Source: an optimization exercise on an open RTL-to-GDS flow (aim: small area, a short achievable clock period and few clock cycles per item). Production flows keep margins and buffers that such runs may drop.
In this exercise RTL edits were held to simulation tests only and were not proved equivalent to the original.
No activity file was given, so power comes from the tool's default toggle rates.

==> module multdiv, before the edit <==
module multdiv(data_operandA, data_operandB, ctrl_MULT, ctrl_DIV, clock, reset,
               data_result, data_exception, data_resultRDY);
    input [31:0] data_operandA, data_operandB;
    input ctrl_MULT, ctrl_DIV, clock, reset;
    output [31:0] data_result;
    output data_exception, data_resultRDY;
    reg st_first, st_mul, st_div, st_inc, done;
    reg mult, neg, prev, bzero, zres, big;
    reg [4:0] cnt, lB;
    reg [5:0] lA;
    reg [33:0] x, y;
    reg [31:0] z;
    reg s_y, s_2y, sub, cin, azero;
    wire start = ctrl_MULT | ctrl_DIV;
    function [5:0] slen;
        input [31:0] v;
        reg [31:0] hi;
        integer i;
        begin
            hi[31] = 1'b0;
            for (i = 30; i >= 0; i = i - 1)
                hi[i] = hi[i+1] | v[i+1];
            slen = 6'd0;
            for (i = 0; i < 32; i = i + 1)
                slen = slen | ((v[i] & ~hi[i]) ? i + 1 : 0);
        end
    endfunction
    wire sa = data_operandA[31], sb = data_operandB[31];
    wire [30:0] nA = data_operandA[30:0] ^ {31{sa}};
    wire [30:0] nB = data_operandB[30:0] ^ {31{sb}};
    wire [5:0] lA_in = slen((ctrl_DIV & sa) ? {nA, 1'b1} : {1'b0, nA});
    wire [5:0] lB_in = slen({1'b0, nB[30:1], nB[0] | ctrl_DIV});
    wire ys = y[33], zs = z[31];
    wire zlong = mult & ({1'b0, lB} > lA);
    wire bz = ~|z;
    wire [5:0] sdiff = lA - {1'b0, lB};
    wire dzero = bz | sdiff[5];
    wire [4:0] shamt = mult ? 5'd0 : sdiff[4:0];
    wire [33:0] opb = ({34{s_y}} & y) | ({34{s_2y}} & {y[32:0], 1'b0});
    wire [33:0] ax = azero ? 34'd0 : x;
    wire [33:0] sum = ax + (opb ^ {34{sub}}) + {33'd0, cin};
    wire qbit = ~sum[33];
    wire mswap = st_first & zlong;          
    wire dfirst = st_first & ~mult;
    wire mlast = (&z[31:1]) | ~|z[31:1];
    wire dlast = cnt == 5'd0;
    wire [31:0] qf = {z[30:0] ^ {31{neg}}, qbit | neg};
    wire [33:0] zal = {{2{zs}}, z} << shamt;
    wire [33:0] x_nx = (st_div & dlast)    ? {2'b00, qf} : sum;
    wire [33:0] y_nx = start               ? {{2{sa}}, data_operandA} :
                       st_div              ? {ys, y[33:1]} :
                       (dfirst | mswap)    ? zal : {y[31:0], 2'b00};
    wire [31:0] z_nx = (st_div & ~start)   ? {z[30:0], qbit} :
                       start               ? data_operandB :
                       dfirst              ? 32'd0 :
                       mswap               ? y[31:0] : {{2{zs}}, z[31:2]};
    wire prev_nx = ~start & ~mswap & z[1];
    wire z1n = start ? data_operandB[1] : mswap ? y[1] : z[3];
    wire z0n = start ? data_operandB[0] : mswap ? y[0] : z[2];
    wire pn  = ~start & ~mswap & z[1];
    wire d_one = z0n ^ pn;
    wire d_two = (z1n & ~z0n & ~pn) | (~z1n & z0n & pn);
    wire d_neg = z1n & ~(z0n & pn);
    wire dsub = ~(sum[33] ^ ys);            
    wire dmid = st_div & ~dlast & ~start;
    reg s_y_nx, s_2y_nx, sub_nx, cin_nx;
    always @* begin
        if (start & ctrl_DIV) begin          
            s_y_nx = 1'b1; s_2y_nx = 1'b0; sub_nx = sa; cin_nx = sa;
        end else if (dfirst) begin           
            s_y_nx = 1'b1; s_2y_nx = 1'b0; sub_nx = ~zs; cin_nx = ~zs;
        end else if (st_div & dlast) begin   
            s_y_nx = 1'b0; s_2y_nx = 1'b0; sub_nx = 1'b0; cin_nx = 1'b1;
        end else if (st_div) begin
            s_y_nx = 1'b1; s_2y_nx = 1'b0; sub_nx = 1'b0; cin_nx = 1'b0;
        end else begin
            s_y_nx = d_one; s_2y_nx = d_two; sub_nx = d_neg; cin_nx = d_neg;
        end
    end
    always @(posedge clock) begin
        x <= x_nx;
        y <= y_nx;
        z <= z_nx;
        prev <= prev_nx;
        azero <= start | mswap;
        s_y  <= s_y_nx;
        s_2y <= s_2y_nx;
        sub  <= dmid ? dsub : sub_nx;
        cin  <= dmid ? dsub : cin_nx;
        if (start) begin
            mult <= ctrl_MULT;
            neg  <= sa ^ sb;
            lA   <= lA_in;
            lB   <= lB_in[4:0];
        end
        if (st_first) begin
            big   <= (lA + {1'b0, lB}) > 6'd33;
            zres  <= dfirst & dzero;
            bzero <= bz;
            cnt   <= sdiff[4:0];
        end else if (st_div)
            cnt <= cnt - 5'd1;
    end
    always @(posedge clock) begin
        if (reset) begin
            st_first <= 1'b0;
            st_mul   <= 1'b0;
            st_div   <= 1'b0;
            st_inc   <= 1'b0;
            done     <= 1'b0;
        end else begin
            st_first <= start;
            st_mul   <= ~start & ((st_first & mult & (zlong | ~mlast)) | (st_mul & ~mlast));
            st_div   <= ~start & ((dfirst & ~dzero) | (st_div & ~dlast));
            st_inc   <= ~start & st_div & dlast & neg & ~qbit;
            done     <= ~start & ((st_first & mult & ~zlong & mlast) | (st_mul & mlast) |
                                  (dfirst & dzero) | (st_div & dlast & (~neg | qbit)) | st_inc);
        end
    end
    assign data_resultRDY = done;
    assign data_result    = x[31:0] & {32{~zres}};
    assign data_exception = mult ? (big | ~((&x[33:31]) | ~|x[33:31])) : bzero;
endmodule
==> flow/config.mk <==
export PLATFORM = sky130hd
export DESIGN_NAME = multdiv
export DESIGN_NICKNAME = multdiv
export VERILOG_FILES = /design/flow/design.v
export SDC_FILE = /design/flow/constraint.sdc
export NUM_CORES = 4
export LEC_CHECK = 0
export CAP_MARGIN = 20
export CORE_MARGIN = 2
export CORE_UTILIZATION = 40
export CTS_BUF_LIST = sky130_fd_sc_hd__clkbuf_4 sky130_fd_sc_hd__clkbuf_8
export CTS_CLUSTER_SIZE = 24
export SETUP_SLACK_MARGIN = 2.3
export SLEW_MARGIN = 20
==> flow/constraint.sdc <==
create_clock -name core_clock -period 6.0 [get_ports {clock}]
set_input_delay 1.2000 -clock core_clock [delete_from_list [all_inputs] [get_ports {clock}]]
set_output_delay 1.2000 -clock core_clock [all_outputs]
set_load 0.01 [all_outputs]
standard.sh (not shown) runs the stock make flow with config.mk's settings and CLKGATE_MAP_FILE= SYNTH_SCRIPT=/design/flow/synth_recipe.tcl, a recipe that flattens the netlist after the stock synthesis.
==> flow/flow/run.sh <==
#!/bin/bash
# Standard layout, with the ports buffered by a small plain buffer instead
# of the delay cell buffer_ports picks by default.
set -euo pipefail
bash standard.sh "BUFFER_PORTS_ARGS=-buffer_cell sky130_fd_sc_hd__buf_2" finish > standard.log 2>&1
Testbench counts at the start, summed over its fixed seeds: cycles 28,660, ops 3,200.
Rerun with:
--- a/flow/design.v
+++ b/flow/design.v
@@ -41,55 +41,47 @@
     wire [33:0] sum = ax + (opb ^ {34{sub}}) + {33'd0, cin};
     wire qbit = ~sum[33];
     wire mswap = st_first & zlong;          
     wire dfirst = st_first & ~mult;
     wire mlast = (&z[31:1]) | ~|z[31:1];
     wire dlast = cnt == 5'd0;
-    wire [31:0] qf = {z[30:0] ^ {31{neg}}, qbit | neg};
+    wire [31:0] qf = {z[30:0], qbit} ^ {32{neg}};
     wire [33:0] zal = {{2{zs}}, z} << shamt;
     wire [33:0] x_nx = (st_div & dlast)    ? {2'b00, qf} : sum;
     wire [33:0] y_nx = start               ? {{2{sa}}, data_operandA} :
                        st_div              ? {ys, y[33:1]} :
                        (dfirst | mswap)    ? zal : {y[31:0], 2'b00};
-    wire [31:0] z_nx = (st_div & ~start)   ? {z[30:0], qbit} :
-                       start               ? data_operandB :
+    wire [31:0] z_nx = start               ? data_operandB :
+                       st_div              ? {z[30:0], qbit} :
                        dfirst              ? 32'd0 :
                        mswap               ? y[31:0] : {{2{zs}}, z[31:2]};
     wire prev_nx = ~start & ~mswap & z[1];
     wire z1n = start ? data_operandB[1] : mswap ? y[1] : z[3];
     wire z0n = start ? data_operandB[0] : mswap ? y[0] : z[2];
     wire pn  = ~start & ~mswap & z[1];
     wire d_one = z0n ^ pn;
     wire d_two = (z1n & ~z0n & ~pn) | (~z1n & z0n & pn);
     wire d_neg = z1n & ~(z0n & pn);
     wire dsub = ~(sum[33] ^ ys);            
-    wire dmid = st_div & ~dlast & ~start;
-    reg s_y_nx, s_2y_nx, sub_nx, cin_nx;
-    always @* begin
-        if (start & ctrl_DIV) begin          
-            s_y_nx = 1'b1; s_2y_nx = 1'b0; sub_nx = sa; cin_nx = sa;
-        end else if (dfirst) begin           
-            s_y_nx = 1'b1; s_2y_nx = 1'b0; sub_nx = ~zs; cin_nx = ~zs;
-        end else if (st_div & dlast) begin   
-            s_y_nx = 1'b0; s_2y_nx = 1'b0; sub_nx = 1'b0; cin_nx = 1'b1;
-        end else if (st_div) begin
-            s_y_nx = 1'b1; s_2y_nx = 1'b0; sub_nx = 1'b0; cin_nx = 1'b0;
-        end else begin
-            s_y_nx = d_one; s_2y_nx = d_two; sub_nx = d_neg; cin_nx = d_neg;
-        end
-    end
     always @(posedge clock) begin
         x <= x_nx;
         y <= y_nx;
         z <= z_nx;
         prev <= prev_nx;
         azero <= start | mswap;
-        s_y  <= s_y_nx;
-        s_2y <= s_2y_nx;
-        sub  <= dmid ? dsub : sub_nx;
-        cin  <= dmid ? dsub : cin_nx;
+        if (start & ctrl_DIV) begin          
+            s_y <= 1'b1; s_2y <= 1'b0; sub <= sa; cin <= sa;
+        end else if (dfirst) begin           
+            s_y <= 1'b1; s_2y <= 1'b0; sub <= ~zs; cin <= ~zs;
+        end else if (st_div & dlast) begin   
+            s_y <= 1'b0; s_2y <= 1'b0; sub <= 1'b0; cin <= 1'b1;
+        end else if (st_div) begin
+            s_y <= 1'b1; s_2y <= 1'b0; sub <= dsub; cin <= dsub;
+        end else begin
+            s_y <= d_one; s_2y <= d_two; sub <= d_neg; cin <= d_neg;
+        end
         if (start) begin
             mult <= ctrl_MULT;
             neg  <= sa ^ sb;
             lA   <= lA_in;
             lB   <= lB_in[4:0];
         end
@@ -109,15 +101,15 @@
             st_inc   <= 1'b0;
             done     <= 1'b0;
         end else begin
             st_first <= start;
             st_mul   <= ~start & ((st_first & mult & (zlong | ~mlast)) | (st_mul & ~mlast));
             st_div   <= ~start & ((dfirst & ~dzero) | (st_div & ~dlast));
-            st_inc   <= ~start & st_div & dlast & neg & ~qbit;
+            st_inc   <= ~start & st_div & dlast & neg;
             done     <= ~start & ((st_first & mult & ~zlong & mlast) | (st_mul & mlast) |
-                                  (dfirst & dzero) | (st_div & dlast & (~neg | qbit)) | st_inc);
+                                  (dfirst & dzero) | (st_div & dlast & ~neg) | st_inc);
         end
     end
     assign data_resultRDY = done;
     assign data_result    = x[31:0] & {32{~zres}};
     assign data_exception = mult ? (big | ~((&x[33:31]) | ~|x[33:31])) : bzero;
 endmodule
Utilization came out lower by 0.11 points.
Non-clock buffer count falls by 6.
Wire length came out higher by about 3%.
Via count hardly moves.
Clock skew increases by 0.0042 ns.
Clock-buffer cell count rises by 3.
Testbench counts after the change, summed over its fixed seeds: cycles 28,877, ops 3,200.

---

Another version of the RTL of multdiv (not shown whole).
Size: ~1600 cells after synthesis, roughly 100 I/O pins, ~0.012 mm2 of cells after synthesis.
// multdiv
module multdiv(data_operandA, data_operandB, ctrl_MULT, ctrl_DIV, clock, reset,
               data_result, data_exception, data_resultRDY);
==> module multdiv, before the edit <==
module multdiv(data_operandA, data_operandB, ctrl_MULT, ctrl_DIV, clock, reset,
               data_result, data_exception, data_resultRDY);
    input [31:0] data_operandA, data_operandB;
    input ctrl_MULT, ctrl_DIV, clock, reset;
    output [31:0] data_result;
    output data_exception, data_resultRDY;
    localparam S_IDLE = 3'd0, S_FIRST = 3'd1, S_MUL = 3'd2, S_DIV = 3'd3, S_INC = 3'd4;
    reg [2:0] state;
    reg done, mult, neg, prev, bzero, big;
    reg [4:0] cnt, ly, lz;
    reg zres, xz;
    reg [33:0] x, y;
    reg [31:0] z;
    wire start = ctrl_MULT | ctrl_DIV;
    function [4:0] slen;
        input [30:0] v;
        reg [31:0] w;
        reg [4:0] n;
        begin
            w = {v, 1'b1};
            n[4] = |w[31:16];
            w = n[4] ? {w[31:16], 16'd0} : {w[15:0], 16'd0};
            n[3] = |w[31:24];
            w = n[3] ? w : {w[23:0], 8'd0};
            n[2] = |w[31:28];
            w = n[2] ? w : {w[27:0], 4'd0};
            n[1] = |w[31:30];
            w = n[1] ? w : {w[29:0], 2'd0};
            n[0] = w[31];
            slen = n;
        end
    endfunction
    wire first = state == S_FIRST;
    wire mstep = state == S_MUL;
    wire dstep = state == S_DIV;
    wire istep = state == S_INC;
    wire ys = y[33], zs = z[31];
    wire [4:0] lA = slen(data_operandA[30:0] ^ {31{data_operandA[31]}});
    wire [4:0] lB = slen(data_operandB[30:0] ^ {31{data_operandB[31]}});
    wire zlong = lz > ly;
    wire [5:0] la = {1'b0, ly} + {5'd0, ys};
    wire [4:0] lb = (lz == 5'd0) ? 5'd1 : lz;
    wire [5:0] sdiff = la - {1'b0, lb};
    wire bz = ~|z;
    wire dzero = bz | sdiff[5];           
    wire mswap = first & mult & zlong;    
    wire dfirst = first & ~mult;
    wire [4:0] shamt = mult ? 5'd0 : sdiff[4:0];
    wire [33:0] zal = {{2{zs}}, z} << shamt;
    reg b_one, b_two, b_neg;
    wire dsub = dfirst | dstep;                         
    wire [33:0] bsel = b_one ? y : (b_two ? {y[32:0], 1'b0} : 34'd0);
    wire [33:0] opb = dsub ? y : (istep ? 34'd0 : bsel);
    wire sub = dfirst ? ys : (dstep ? ~(x[33] ^ ys) : (~istep & b_neg));
    wire cin = sub | istep;
    wire [33:0] ax = (first | xz) ? 34'd0 : x;
    wire [33:0] sum = ax + (opb ^ {34{sub}}) + {33'd0, cin};
    wire qbit = ~sum[33];
    wire mlast = (&z[31:1]) | ~|z[31:1];
    wire dlast = cnt == 5'd0;
    wire [31:0] qf = {z[30:0], qbit} ^ {32{neg}};
    wire [33:0] x_nx = (dstep & dlast)             ? {2'b00, qf} : sum;
    wire [33:0] y_nx = start                       ? {{2{data_operandA[31]}}, data_operandA} :
                       dstep                       ? {y[33], y[33:1]} :
                       (dfirst | mswap)            ? zal : {y[31:0], 2'b00};
    wire [31:0] z_nx = start                       ? data_operandB :
                       dstep                       ? {z[30:0], qbit} :
                       dfirst                      ? 32'd0 :
                       mswap                       ? y[31:0] : {{2{zs}}, z[31:2]};
    wire prev_nx = start ? 1'b0 : ((first | mstep) & ~mswap) ? z[1] : prev;
    always @(posedge clock) begin
        x <= x_nx;
        y <= y_nx;
        z <= z_nx;
        prev  <= prev_nx;
        b_one <= z_nx[0] ^ prev_nx;
        b_two <= (z_nx[1] & ~z_nx[0] & ~prev_nx) | (~z_nx[1] & z_nx[0] & prev_nx);
        b_neg <= z_nx[1] & ~(z_nx[0] & prev_nx);
        xz <= mswap;
        if (start) begin
            ly <= lA;
            lz <= lB;
        end
        if (first) begin
            zres  <= ~mult & dzero;
            big   <= ({1'b0, ly} + {1'b0, lz}) > 6'd33;
            bzero <= bz;
            neg   <= ys ^ zs;
            cnt   <= sdiff[4:0];
        end else if (dstep)
            cnt <= cnt - 5'd1;
        if (start)
            mult <= ctrl_MULT;
    end
    always @(posedge clock) begin
        if (reset) begin
            state <= S_IDLE;
            done  <= 1'b0;
        end else begin
            done <= 1'b0;
            case (state)
                S_FIRST:
                    if (mult) begin
                        if (zlong)
                            state <= S_MUL;
                        else if (mlast) begin
                            state <= S_IDLE;
                            done  <= 1'b1;
                        end else
                            state <= S_MUL;
                    end else if (dzero) begin
                        state <= S_IDLE;
                        done  <= 1'b1;
                    end else
                        state <= S_DIV;
                S_MUL:
                    if (mlast) begin
                        state <= S_IDLE;
                        done  <= 1'b1;
                    end
                S_DIV:
                    if (dlast) begin
                        if (neg) state <= S_INC;
                        else begin
                            state <= S_IDLE;
                            done  <= 1'b1;
                        end
                    end
                S_INC: begin
                    state <= S_IDLE;
                    done  <= 1'b1;
                end
                default: ;
            endcase
            if (start)
                state <= S_FIRST;
        end
    end
    assign data_resultRDY = done;
    assign data_result    = x[31:0] & {32{~zres}};
    assign data_exception = mult ? (big | ~((&x[33:31]) | ~|x[33:31])) : bzero;
endmodule
export LEC_CHECK = 0
export CAP_MARGIN = 20
export CORE_MARGIN = 2
export CORE_UTILIZATION = 40
export SLEW_MARGIN = 20
create_clock -name core_clock -period 6.0 [get_ports {clock}]
run.sh (not shown) runs the stock make flow with config.mk's settings and CLKGATE_MAP_FILE= SYNTH_SCRIPT=/design/flow/synth_recipe.tcl, a recipe that flattens the netlist after the stock synthesis.
Stock flow here: none of the scripts above is used.
Testbench counts at the start, summed over its fixed seeds: cycles 28,877, ops 3,200.
Edit:
--- a/flow/design.v
+++ b/flow/design.v
@@ -5,12 +5,11 @@
     output [31:0] data_result;
     output data_exception, data_resultRDY;
     localparam S_IDLE = 3'd0, S_FIRST = 3'd1, S_MUL = 3'd2, S_DIV = 3'd3, S_INC = 3'd4;
     reg [2:0] state;
     reg done, mult, neg, prev, bzero, big;
-    reg [4:0] cnt, ly, lz;
-    reg zres, xz;
+    reg [4:0] cnt;
     reg [33:0] x, y;
     reg [31:0] z;
     wire start = ctrl_MULT | ctrl_DIV;
     function [4:0] slen;
         input [30:0] v;
@@ -33,58 +32,52 @@
     wire first = state == S_FIRST;
     wire mstep = state == S_MUL;
     wire dstep = state == S_DIV;
     wire istep = state == S_INC;
     wire ys = y[33], zs = z[31];
-    wire [4:0] lA = slen(data_operandA[30:0] ^ {31{data_operandA[31]}});
-    wire [4:0] lB = slen(data_operandB[30:0] ^ {31{data_operandB[31]}});
+    wire [4:0] ly = slen(y[30:0] ^ {31{ys}});
+    wire [4:0] lz = slen(z[30:0] ^ {31{zs}});
     wire zlong = lz > ly;
     wire [5:0] la = {1'b0, ly} + {5'd0, ys};
     wire [4:0] lb = (lz == 5'd0) ? 5'd1 : lz;
     wire [5:0] sdiff = la - {1'b0, lb};
     wire bz = ~|z;
     wire dzero = bz | sdiff[5];           
     wire mswap = first & mult & zlong;    
     wire dfirst = first & ~mult;
     wire [4:0] shamt = mult ? 5'd0 : sdiff[4:0];
     wire [33:0] zal = {{2{zs}}, z} << shamt;
-    reg b_one, b_two, b_neg;
+    wire b_one = z[0] ^ prev;
+    wire b_two = (z[1] & ~z[0] & ~prev) | (~z[1] & z[0] & prev);
+    wire b_neg = z[1] & ~(z[0] & prev);
     wire dsub = dfirst | dstep;                         
     wire [33:0] bsel = b_one ? y : (b_two ? {y[32:0], 1'b0} : 34'd0);
     wire [33:0] opb = dsub ? y : (istep ? 34'd0 : bsel);
-    wire sub = dfirst ? ys : (dstep ? ~(x[33] ^ ys) : (~istep & b_neg));
+    wire sub = dfirst ? ys : (dstep ? ~ys : (~istep & b_neg));
     wire cin = sub | istep;
-    wire [33:0] ax = (first | xz) ? 34'd0 : x;
+    wire [33:0] ax = first ? 34'd0 : x;
     wire [33:0] sum = ax + (opb ^ {34{sub}}) + {33'd0, cin};
     wire qbit = ~sum[33];
     wire mlast = (&z[31:1]) | ~|z[31:1];
     wire dlast = cnt == 5'd0;
     wire [31:0] qf = {z[30:0], qbit} ^ {32{neg}};
-    wire [33:0] x_nx = (dstep & dlast)             ? {2'b00, qf} : sum;
+    wire [33:0] x_nx = (mswap | (dfirst & dzero)) ? 34'd0 :
+                       (dstep & dlast)             ? {2'b00, qf} :
+                       (dstep & ~qbit)             ? x : sum;
     wire [33:0] y_nx = start                       ? {{2{data_operandA[31]}}, data_operandA} :
                        dstep                       ? {y[33], y[33:1]} :
                        (dfirst | mswap)            ? zal : {y[31:0], 2'b00};
     wire [31:0] z_nx = start                       ? data_operandB :
                        dstep                       ? {z[30:0], qbit} :
                        dfirst                      ? 32'd0 :
                        mswap                       ? y[31:0] : {{2{zs}}, z[31:2]};
-    wire prev_nx = start ? 1'b0 : ((first | mstep) & ~mswap) ? z[1] : prev;
     always @(posedge clock) begin
         x <= x_nx;
         y <= y_nx;
         z <= z_nx;
-        prev  <= prev_nx;
-        b_one <= z_nx[0] ^ prev_nx;
-        b_two <= (z_nx[1] & ~z_nx[0] & ~prev_nx) | (~z_nx[1] & z_nx[0] & prev_nx);
-        b_neg <= z_nx[1] & ~(z_nx[0] & prev_nx);
-        xz <= mswap;
-        if (start) begin
-            ly <= lA;
-            lz <= lB;
-        end
+        prev <= start ? 1'b0 : ((first | mstep) & ~mswap) ? z[1] : prev;
         if (first) begin
-            zres  <= ~mult & dzero;
             big   <= ({1'b0, ly} + {1'b0, lz}) > 6'd33;
             bzero <= bz;
             neg   <= ys ^ zs;
             cnt   <= sdiff[4:0];
         end else if (dstep)
@@ -135,8 +128,8 @@
             if (start)
                 state <= S_FIRST;
         end
     end
     assign data_resultRDY = done;
-    assign data_result    = x[31:0] & {32{~zres}};
+    assign data_result    = x[31:0];
     assign data_exception = mult ? (big | ~((&x[33:31]) | ~|x[33:31])) : bzero;
 endmodule
Outcome: The new run ran to the end with no violations; maximum frequency came out lower by roughly a tenth; via count goes up by roughly a tenth; count of clock-buffer cells in the layout grows by 3; core utilization rises by 2.6 points; setup slack degrades by 0.56 ns; power rose by a quarter to a third; critical path depth grows by 7; cell count is higher by a little under a tenth; worst hold slack got worse by 0.071 ns; area after synthesis climbs by a few percent; wire length went up by a quarter to a third; sequential share of layout area came out lower by 4.4 points; design area went up by roughly a tenth.
Testbench counts after the change, summed over its fixed seeds: cycles 28,877, ops 3,200.

what the ideal ports hide:
The results above use ideal ports. As a check the final layouts listed here were re-extracted and re-timed, cells and wires unchanged. Step 1: set_driving_cell puts a clkbuf_16 on clock and a buf_2 on each other input, an assumption about the parent block. Step 2 times the ports against the registers' clock, not the clock port: input delays grow and output delays shrink by t, the midpoint of the rising clock arrivals with the driver on. Slacks: ideal / step 1 / step 2; pairs: ideal / step 1.
| run | t, ns | setup slack, ns | worst setup path at the end | worst register clock-pin slew, ns | worst slew at a driven data input, ns |
|---|---|---|---|---|---|
| the first run of note 1 | 0.512 | 2.411 / 2.411 / 2.100 | input to register | 0.09 / 0.09 | 0.04 |
| the second run of note 1 | 0.499 | 2.439 / 2.439 / 1.996 | input to register | 0.09 / 0.09 | 0.04 |
| the first run of note 2 | 0.478 | 0.793 / 0.793 / 0.793 | register to register | 0.07 / 0.07 | 0.04 |
| the second run of note 2 | 0.494 | 0.237 / 0.237 / 0.237 | register to register | 0.07 / 0.07 | 0.05 |
After both steps setup and hold are still met in every run listed. For the second run of note 1, which loses most, drivers alone change the setup slack by 0.000 ns; drivers and shift together by -0.443 ns.
